This design comes from an exercise in tuning for small area, a short achievable clock period and few clock cycles on the open sky130 flow, not from production work.
The RTL was checked by simulation tests, not by an equivalence proof against the original design.
The clock input has no modelled driver; a real chip could not lean on it and would need a root buffer or a full tree.

// lcm_top
module lcm_top
#(
    parameter DW = 8
)(
    input  logic              clk      ,
    input  logic              rst_n    ,
    input  logic              start    ,
    input  logic[DW-1:0]      data_a   ,
    input  logic[DW-1:0]      data_b   ,
    output logic              done     ,
    output logic[DW*2-1:0]    lcm_o    ,
    output logic[DW-1:0]      gcd_o
);
export LEC_CHECK = 0
export ABC_AREA = 1
export CAP_MARGIN = 20
export CORE_MARGIN = 2
export CORE_UTILIZATION = 40
export SLEW_MARGIN = 20
create_clock -name core_clock -period 820.0 [get_ports {clk}]
standard.sh (not shown) runs the stock make flow with config.mk's settings and CLKGATE_MAP_FILE= SYNTH_SCRIPT=/design/flow/synth_recipe.tcl, a recipe that flattens the netlist after the stock synthesis.
==> flow/flow/run.sh <==
#!/bin/bash
# Own layout flow: the standard ORFS flow (standard.sh) with two changes
# to how the layout is made:
#  - the ABC script that maps the combinational logic to cells is an
#    area-oriented one (flow/abc_area.script) instead of ORFS's, which
#    sizes cells up for speed the design does not need;
#  - the port buffers are the smallest buffer, sky130_fd_sc_hd__buf_1.
# The registers, their names and cell types, the constraints, floorplan,
# power grid, tap cells, clock tree and routing are the standard flow's.
set -euo pipefail
W=$PWD
rm -rf "$W/scripts_own"
mkdir -p "$W/scripts_own"
cp -r "$FLOW_HOME/scripts/." "$W/scripts_own/"
cp "$W/flow/abc_area.script" "$W/scripts_own/abc_area.script"
export SCRIPTS_DIR="$W/scripts_own"
export BUFFER_PORTS_ARGS="-buffer_cell sky130_fd_sc_hd__buf_1"
bash "$W/standard.sh" finish > "$W/standard_flow.log" 2>&1
==> flow/flow/abc_area.script <==
strash
dc2
dch -f
amap
topo
Testbench counts at the start, summed over its fixed seeds: cycles 6,408.
Next try:
==> flow/run.sh (new file) <==
#!/bin/bash
# synth_recipe.tcl (not shown) runs the flow's synth.tcl, then flattens the netlist and writes it again
# the make line also repeats each setting of config.mk as NAME=value (left out here)
make -C /OpenROAD-flow-scripts/flow DESIGN_CONFIG=/design/flow/config.mk WORK_HOME=/design/flow/orfs CLKGATE_MAP_FILE= SYNTH_SCRIPT=/design/flow/synth_recipe.tcl finish
removed: flow/flow/run.sh
removed: flow/flow/abc_area.script
removed: flow/standard.sh
=> The new run finished with timing, DRC and antenna clean. Clock-buffer cell count is unchanged. Sequential share of layout area drops by 1.4 points. Register-to-register slack improves by 2.7 ns. Setup slack degrades by 0.36 ns. Synthesized cell count climbs by 35%.
Next try:
==> flow/flow/run.sh (new file) <==
#!/bin/bash
# Own layout flow: the standard ORFS flow (standard.sh) with two changes
# to how the layout is made:
#  - the ABC script that maps the combinational logic to cells is an
#    area-oriented one (flow/abc_area.script) instead of ORFS's, which
#    sizes cells up for speed the design does not need;
#  - the port buffers are the smallest buffer, sky130_fd_sc_hd__buf_1.
# The registers, their names and cell types, the constraints, floorplan,
# power grid, tap cells, clock tree and routing are the standard flow's.
set -euo pipefail
W=$PWD
rm -rf "$W/scripts_own"
mkdir -p "$W/scripts_own"
cp -r "$FLOW_HOME/scripts/." "$W/scripts_own/"
cp "$W/flow/abc_area.script" "$W/scripts_own/abc_area.script"
export SCRIPTS_DIR="$W/scripts_own"
export BUFFER_PORTS_ARGS="-buffer_cell sky130_fd_sc_hd__buf_1"
bash "$W/standard.sh" finish > "$W/standard_flow.log" 2>&1
==> flow/flow/abc_area.script (new file) <==
strash
dc2
dch -f
amap
topo
==> flow/standard.sh (new file) <==
#!/bin/bash
# synth_recipe.tcl (not shown) runs the flow's synth.tcl, then flattens the netlist and writes it again
# the make line also repeats each setting of config.mk as NAME=value (left out here)
make -C /OpenROAD-flow-scripts/flow DESIGN_CONFIG=/design/flow/config.mk WORK_HOME=/design/flow/orfs CLKGATE_MAP_FILE= SYNTH_SCRIPT=/design/flow/synth_recipe.tcl "${@:-finish}"
- CTS_BUF_LIST: unset -> sky130_fd_sc_hd__clkbuf_8
- CTS_CLUSTER_DIAMETER: unset -> 500
- CTS_CLUSTER_SIZE: unset -> 50
removed: flow/run.sh
The changed run completed with no timing, DRC or antenna violations; hold slack improves by 0.016 ns; global-route usage is higher by 0.66 points; non-clock buffer count is higher by 3; routed wire length is lower by 10%; first-iteration DRC count is higher by 20%; count of clock-buffer cells in the layout does not change.


lcm_top, a different RTL version from the one above (not shown whole).
For scale: about 0.0053 sq mm of cells after synthesis.
Design lcm_top, start of the top module:
module lcm_top
#(
    parameter DW = 8
)(
    input  logic              clk      ,
    input  logic              rst_n    ,
    input  logic              start    ,
    input  logic[DW-1:0]      data_a   ,
    input  logic[DW-1:0]      data_b   ,
    output logic              done     ,
    output logic[DW*2-1:0]    lcm_o    ,
    output logic[DW-1:0]      gcd_o
);
Settings: LEC_CHECK=0, ABC_AREA=1, CAP_MARGIN=20, CORE_MARGIN=2, CORE_UTILIZATION=40, SLEW_MARGIN=20; clock period 820.0 ns.
==> flow/flow/run.sh <==
#!/bin/bash
# Own layout flow: the standard ORFS flow (standard.sh), with these
# changes to how the layout is made:
#  - the ABC script that maps the combinational logic to cells is an
#    area-oriented one (flow/abc_area.script) instead of ORFS's, which
#    sizes cells up for speed the design does not need;
#  - after synthesis, flow/faflip.py picks for each full adder whether to
#    use it complemented (a full adder is self-dual), so that fewer
#    inverters sit between adders, and the logic around the adders is
#    mapped again (flow/remap.ys); adders and flip-flops keep their
#    instances, names and cell types. The new netlist is checked against
#    gcd/lcm on all 65536 operand pairs (flow/check_tb.sv) and is used
#    only if it passes;
#  - the port buffers are the smallest buffer, sky130_fd_sc_hd__buf_1;
#  - the clock tree is built from clkbuf_8 without dummy loads.
# Each tool's output goes to a log file in this folder.
set -euo pipefail
W=$PWD
LIB=$FLOW_HOME/platforms/sky130hd/lib/sky130_fd_sc_hd__tt_025C_1v80.lib
RES=$W/orfs/results/sky130hd/lcm_top/base
rm -rf "$W/scripts_own"
mkdir -p "$W/scripts_own"
cp -r "$FLOW_HOME/scripts/." "$W/scripts_own/"
cp "$W/flow/abc_area.script" "$W/scripts_own/abc_area.script"
export SCRIPTS_DIR="$W/scripts_own"
export BUFFER_PORTS_ARGS="-buffer_cell sky130_fd_sc_hd__buf_1"
export CTS_ARGS="-sink_clustering_enable -sink_clustering_size 30 -sink_clustering_max_diameter 400 -repair_clock_nets -buf_list sky130_fd_sc_hd__clkbuf_8 -dont_use_dummy_load"

bash "$W/standard.sh" synth > "$W/log_synth.log" 2>&1

# full adder polarity and a second mapping of the logic around the adders
cp "$RES/1_2_yosys.v" "$W/netlist_standard_synth.v"
DU=$(sed -n '/DONT_USE_CELLS/,/^$/p' "$FLOW_HOME/platforms/sky130hd/config.mk" | grep -o 'sky130_fd_sc_hd__[a-z0-9_]*' | sed 's/^/-dont_use /' | tr '\n' ' ')
if python3 "$W/flow/faflip.py" "$W/netlist_standard_synth.v" "$W/netlist_flip.v" > "$W/log_faflip.log" 2>&1; then
  sed -e "s|@LIB@|$LIB|g; s|@IN@|$W/netlist_flip.v|; s|@OUT@|$W/netlist_remap.v|; s|@TOP@|$FLOW_TOP|; s|@SCRIPT@|$W/flow/abc_area.script|; s|@DONTUSE@|$DU|" \
    "$W/flow/remap.ys" > "$W/remap_run.ys"
  if yosys -s "$W/remap_run.ys" > "$W/log_remap.log" 2>&1; then
    # exhaustive check of the new netlist (cells read as their liberty functions)
    mkdir -p "$W/check"
    yosys -p "read_liberty -ignore_miss_func $LIB; read_verilog $W/netlist_remap.v; hierarchy -top $FLOW_TOP; flatten; opt_clean; write_verilog -noattr $W/check/net.v" > "$W/log_check_yosys.log" 2>&1 \
    && (cd "$W/check" && verilator --binary --timing -Wno-fatal -Wno-lint -Wno-style --top-module exh_top -o sim "$W/flow/check_tb.sv" net.v > "$W/log_check_build.log" 2>&1) \
    && "$W/check/obj_dir/sim" > "$W/log_check_sim.log" 2>&1 || true
    if grep -q "EXHTOP errors=0" "$W/log_check_sim.log" 2>/dev/null; then
      cp "$W/netlist_remap.v" "$RES/1_2_yosys.v"
      rm -f "$RES/1_synth.odb" "$RES/1_synth.sdc"
      echo "using the remapped netlist" > "$W/log_choice.log"
    else
      echo "remapped netlist failed its check; using the standard one" > "$W/log_choice.log"
    fi
  fi
fi

bash "$W/standard.sh" finish > "$W/log_layout.log" 2>&1
Other scripts of this flow, unchanged in this note and not shown: flow/flow/abc_area.script, flow/flow/check_tb.sv, flow/flow/faflip.py, flow/flow/remap.ys
Testbench counts at the start, summed over its fixed seeds: cycles 6,408.
==> next run, changes <==
--- a/flow/flow/run.sh
+++ b/flow/flow/run.sh
@@ -15,2 +14,0 @@
-#  - the clock tree is built from clkbuf_8 without dummy loads.
-# Each tool's output goes to a log file in this folder.
@@ -24,0 +23,2 @@
+sed -i "s|^log_cmd clock_tree_synthesis .*|source $W/flow/cts_single.tcl|" "$W/scripts_own/cts.tcl"
+grep -q "cts_single.tcl" "$W/scripts_own/cts.tcl"
@@ -27 +26,0 @@
-export CTS_ARGS="-sink_clustering_enable -sink_clustering_size 30 -sink_clustering_max_diameter 400 -repair_clock_nets -buf_list sky130_fd_sc_hd__clkbuf_8 -dont_use_dummy_load"
==> flow/flow/cts_single.tcl (new file) <==
# Clock tree for this small design: one clkbuf_16 at the centre of the
# flip-flops drives all their clock pins; the clock port drives only it.
# Sourced by cts.tcl in place of clock_tree_synthesis.
set block [ord::get_db_block]
set sx 0
set sy 0
set n 0
foreach i [$block getInsts] {
  if { ![[$i getMaster] isSequential] } { continue }
  set b [$i getBBox]
  set sx [expr { $sx + ([$b xMin] + [$b xMax]) / 2 }]
  set sy [expr { $sy + ([$b yMin] + [$b yMax]) / 2 }]
  incr n
}
set dbu [$block getDbUnitsPerMicron]
set cx [expr { double($sx) / $n / $dbu }]
set cy [expr { double($sy) / $n / $dbu }]
puts "single clock buffer for $n flip-flops at ($cx, $cy)"
log_cmd insert_buffer -buffer_cell sky130_fd_sc_hd__clkbuf_16 -net clk \
  -location [list $cx $cy] -buffer_name clkbuf_0_clk -net_name clknet_0_clk
foreach name {clk clknet_0_clk} {
  [$block findNet $name] setSigType CLOCK
}
set_propagated_clock [all_clocks]
--- a/flow/config.mk
+++ b/flow/config.mk
@@ -9 +9 @@
-export CAP_MARGIN = 20
+export CAP_MARGIN = 0
@@ -12 +12,2 @@
-export SLEW_MARGIN = 20
+export GPL_TIMING_DRIVEN = 0
+export SLEW_MARGIN = 0
- Now the flow stopped in clock tree synthesis
- synthesized cell count is unchanged
- area after synthesis stays the same
==> next run, changes <==
--- a/flow/flow/run.sh
+++ b/flow/flow/run.sh
@@ -14,0 +15,2 @@
+#  - the clock tree is built from clkbuf_8 without dummy loads.
+# Each tool's output goes to a log file in this folder.
@@ -23,2 +24,0 @@
-sed -i "s|^log_cmd clock_tree_synthesis .*|source $W/flow/cts_single.tcl|" "$W/scripts_own/cts.tcl"
-grep -q "cts_single.tcl" "$W/scripts_own/cts.tcl"
@@ -26,0 +27 @@
+export CTS_ARGS="-sink_clustering_enable -sink_clustering_size 30 -sink_clustering_max_diameter 400 -repair_clock_nets -buf_list sky130_fd_sc_hd__clkbuf_8 -dont_use_dummy_load"
removed: flow/flow/cts_single.tcl
What happened:
- The new run went through all stages and came out clean
- synthesized cell count is unchanged
- area after synthesis is unchanged
==> next run, changes <==
--- a/flow/flow/run.sh
+++ b/flow/flow/run.sh
@@ -27 +27 @@
-export CTS_ARGS="-sink_clustering_enable -sink_clustering_size 30 -sink_clustering_max_diameter 400 -repair_clock_nets -buf_list sky130_fd_sc_hd__clkbuf_8 -dont_use_dummy_load"
+export CTS_ARGS="-sink_clustering_enable -sink_clustering_size 30 -sink_clustering_max_diameter 400 -repair_clock_nets -buf_list sky130_fd_sc_hd__clkbuf_16 -dont_use_dummy_load"
Effect:
- The new run went through all stages and came out clean
- setup slack improved by 0.014 ns
- sequential share of layout area is about the same
- via count is about the same
- maximum frequency barely changes
- routed wire length goes up slightly
- utilization goes up by 0.26 points
- final cell count is unchanged
- die area is unchanged
- global-route usage barely changes
==> next run, changes <==
--- a/flow/flow/run.sh
+++ b/flow/flow/run.sh
@@ -10 +10,2 @@
-#    mapped again (flow/remap.ys); adders and flip-flops keep their
+#    mapped again (flow/remap.ys, with ABC's &deepsyn restructuring ahead
+#    of the area mapping, flow/abc_remap.script); adders and flip-flops keep their
@@ -15,2 +15,0 @@
-#  - the clock tree is built from clkbuf_8 without dummy loads.
-# Each tool's output goes to a log file in this folder.
@@ -24,0 +24,2 @@
+sed -i "s|^log_cmd clock_tree_synthesis .*|source $W/flow/cts_single.tcl|" "$W/scripts_own/cts.tcl"
+grep -q "cts_single.tcl" "$W/scripts_own/cts.tcl"
@@ -27 +27,0 @@
-export CTS_ARGS="-sink_clustering_enable -sink_clustering_size 30 -sink_clustering_max_diameter 400 -repair_clock_nets -buf_list sky130_fd_sc_hd__clkbuf_16 -dont_use_dummy_load"
@@ -35 +35 @@
-  sed -e "s|@LIB@|$LIB|g; s|@IN@|$W/netlist_flip.v|; s|@OUT@|$W/netlist_remap.v|; s|@TOP@|$FLOW_TOP|; s|@SCRIPT@|$W/flow/abc_area.script|; s|@DONTUSE@|$DU|" \
+  sed -e "s|@LIB@|$LIB|g; s|@IN@|$W/netlist_flip.v|; s|@OUT@|$W/netlist_remap.v|; s|@TOP@|$FLOW_TOP|; s|@SCRIPT@|$W/flow/abc_remap.script|; s|@DONTUSE@|$DU|" \
==> flow/flow/abc_remap.script (new file) <==
strash
&get -n
&deepsyn -J 100 -T 300
&put
dch -f
amap
topo
==> flow/flow/cts_single.tcl (new file) <==
# Clock tree for this small design: one clkbuf_16 at the centre of the
# flip-flops drives all their clock pins; the clock port drives only it.
# Sourced by cts.tcl in place of clock_tree_synthesis.
set block [ord::get_db_block]
set sx 0
set sy 0
set n 0
foreach i [$block getInsts] {
  if { ![[$i getMaster] isSequential] } { continue }
  set b [$i getBBox]
  set sx [expr { $sx + ([$b xMin] + [$b xMax]) / 2 }]
  set sy [expr { $sy + ([$b yMin] + [$b yMax]) / 2 }]
  incr n
}
set dbu [$block getDbUnitsPerMicron]
set cx [expr { double($sx) / $n / $dbu }]
set cy [expr { double($sy) / $n / $dbu }]
puts "single clock buffer for $n flip-flops at ($cx, $cy)"
log_cmd insert_buffer -buffer_cell sky130_fd_sc_hd__clkbuf_16 -net clk \
  -location [list $cx $cy] -buffer_name clkbuf_0_clk -net_name clknet_0_clk
set_propagated_clock [all_clocks]
Outcome: Global-route usage shrinks by 0.10 points; cell area is lower by a few percent; via count went down by a few percent; worst hold slack degrades by 0.0039 ns; wire length came out lower slightly; core utilization drops by 1.1 points; area after synthesis fell by a few percent; fmax barely changes.
The clock cells of the fifth run of this note come from the design's own scripts or RTL, not from TritonCTS.

afterwards: timing with drivers on the ports:
In the flow no input, the clock included, has a driving cell. The finished layouts below were timed again as built, in two steps.
Step 1, drivers: a clkbuf_16 drives clk and a buf_2 each remaining input, both assumed.
Step 2, shift: input delay + t, output delay - t, t = (earliest + latest rising clock arrival at the registers) / 2. This alone moves slack from input paths to output paths.
Slacks: ideal / step 1 / step 2; pairs: ideal / step 1.
run | shift t [ns] | setup WS [ns] | worst setup path after step 2 | slew at the worst register clock pin (ns)
the first run of note 1 | 0.299 | 654.730 / 654.735 / 654.436 | input to register | 0.08 / 0.08
the second run of note 1 | 0.307 | 654.373 / 654.340 / 654.197 | input to register | 0.08 / 0.08
the third run of note 1 | 0.306 | 654.784 / 654.785 / 654.478 | input to register | 0.10 / 0.10
the first run of note 2 | 0.294 | 655.008 / 654.983 / 655.277 | register to output | 0.10 / 0.10
the third run of note 2 | 0.285 | 654.991 / 654.971 / 655.256 | register to output | 0.09 / 0.09
the fourth run of note 2 | 0.281 | 655.005 / 654.978 / 655.259 | register to output | 0.07 / 0.07
the fifth run of note 2 | 0.193 | 655.082 / 655.051 / 655.225 | input to register | 0.10 / 0.10
After both steps setup and hold are still met in every run listed. The setup slack of the third run of note 1, which loses most, moves by +0.001 ns with the drivers and by -0.306 ns with both steps.
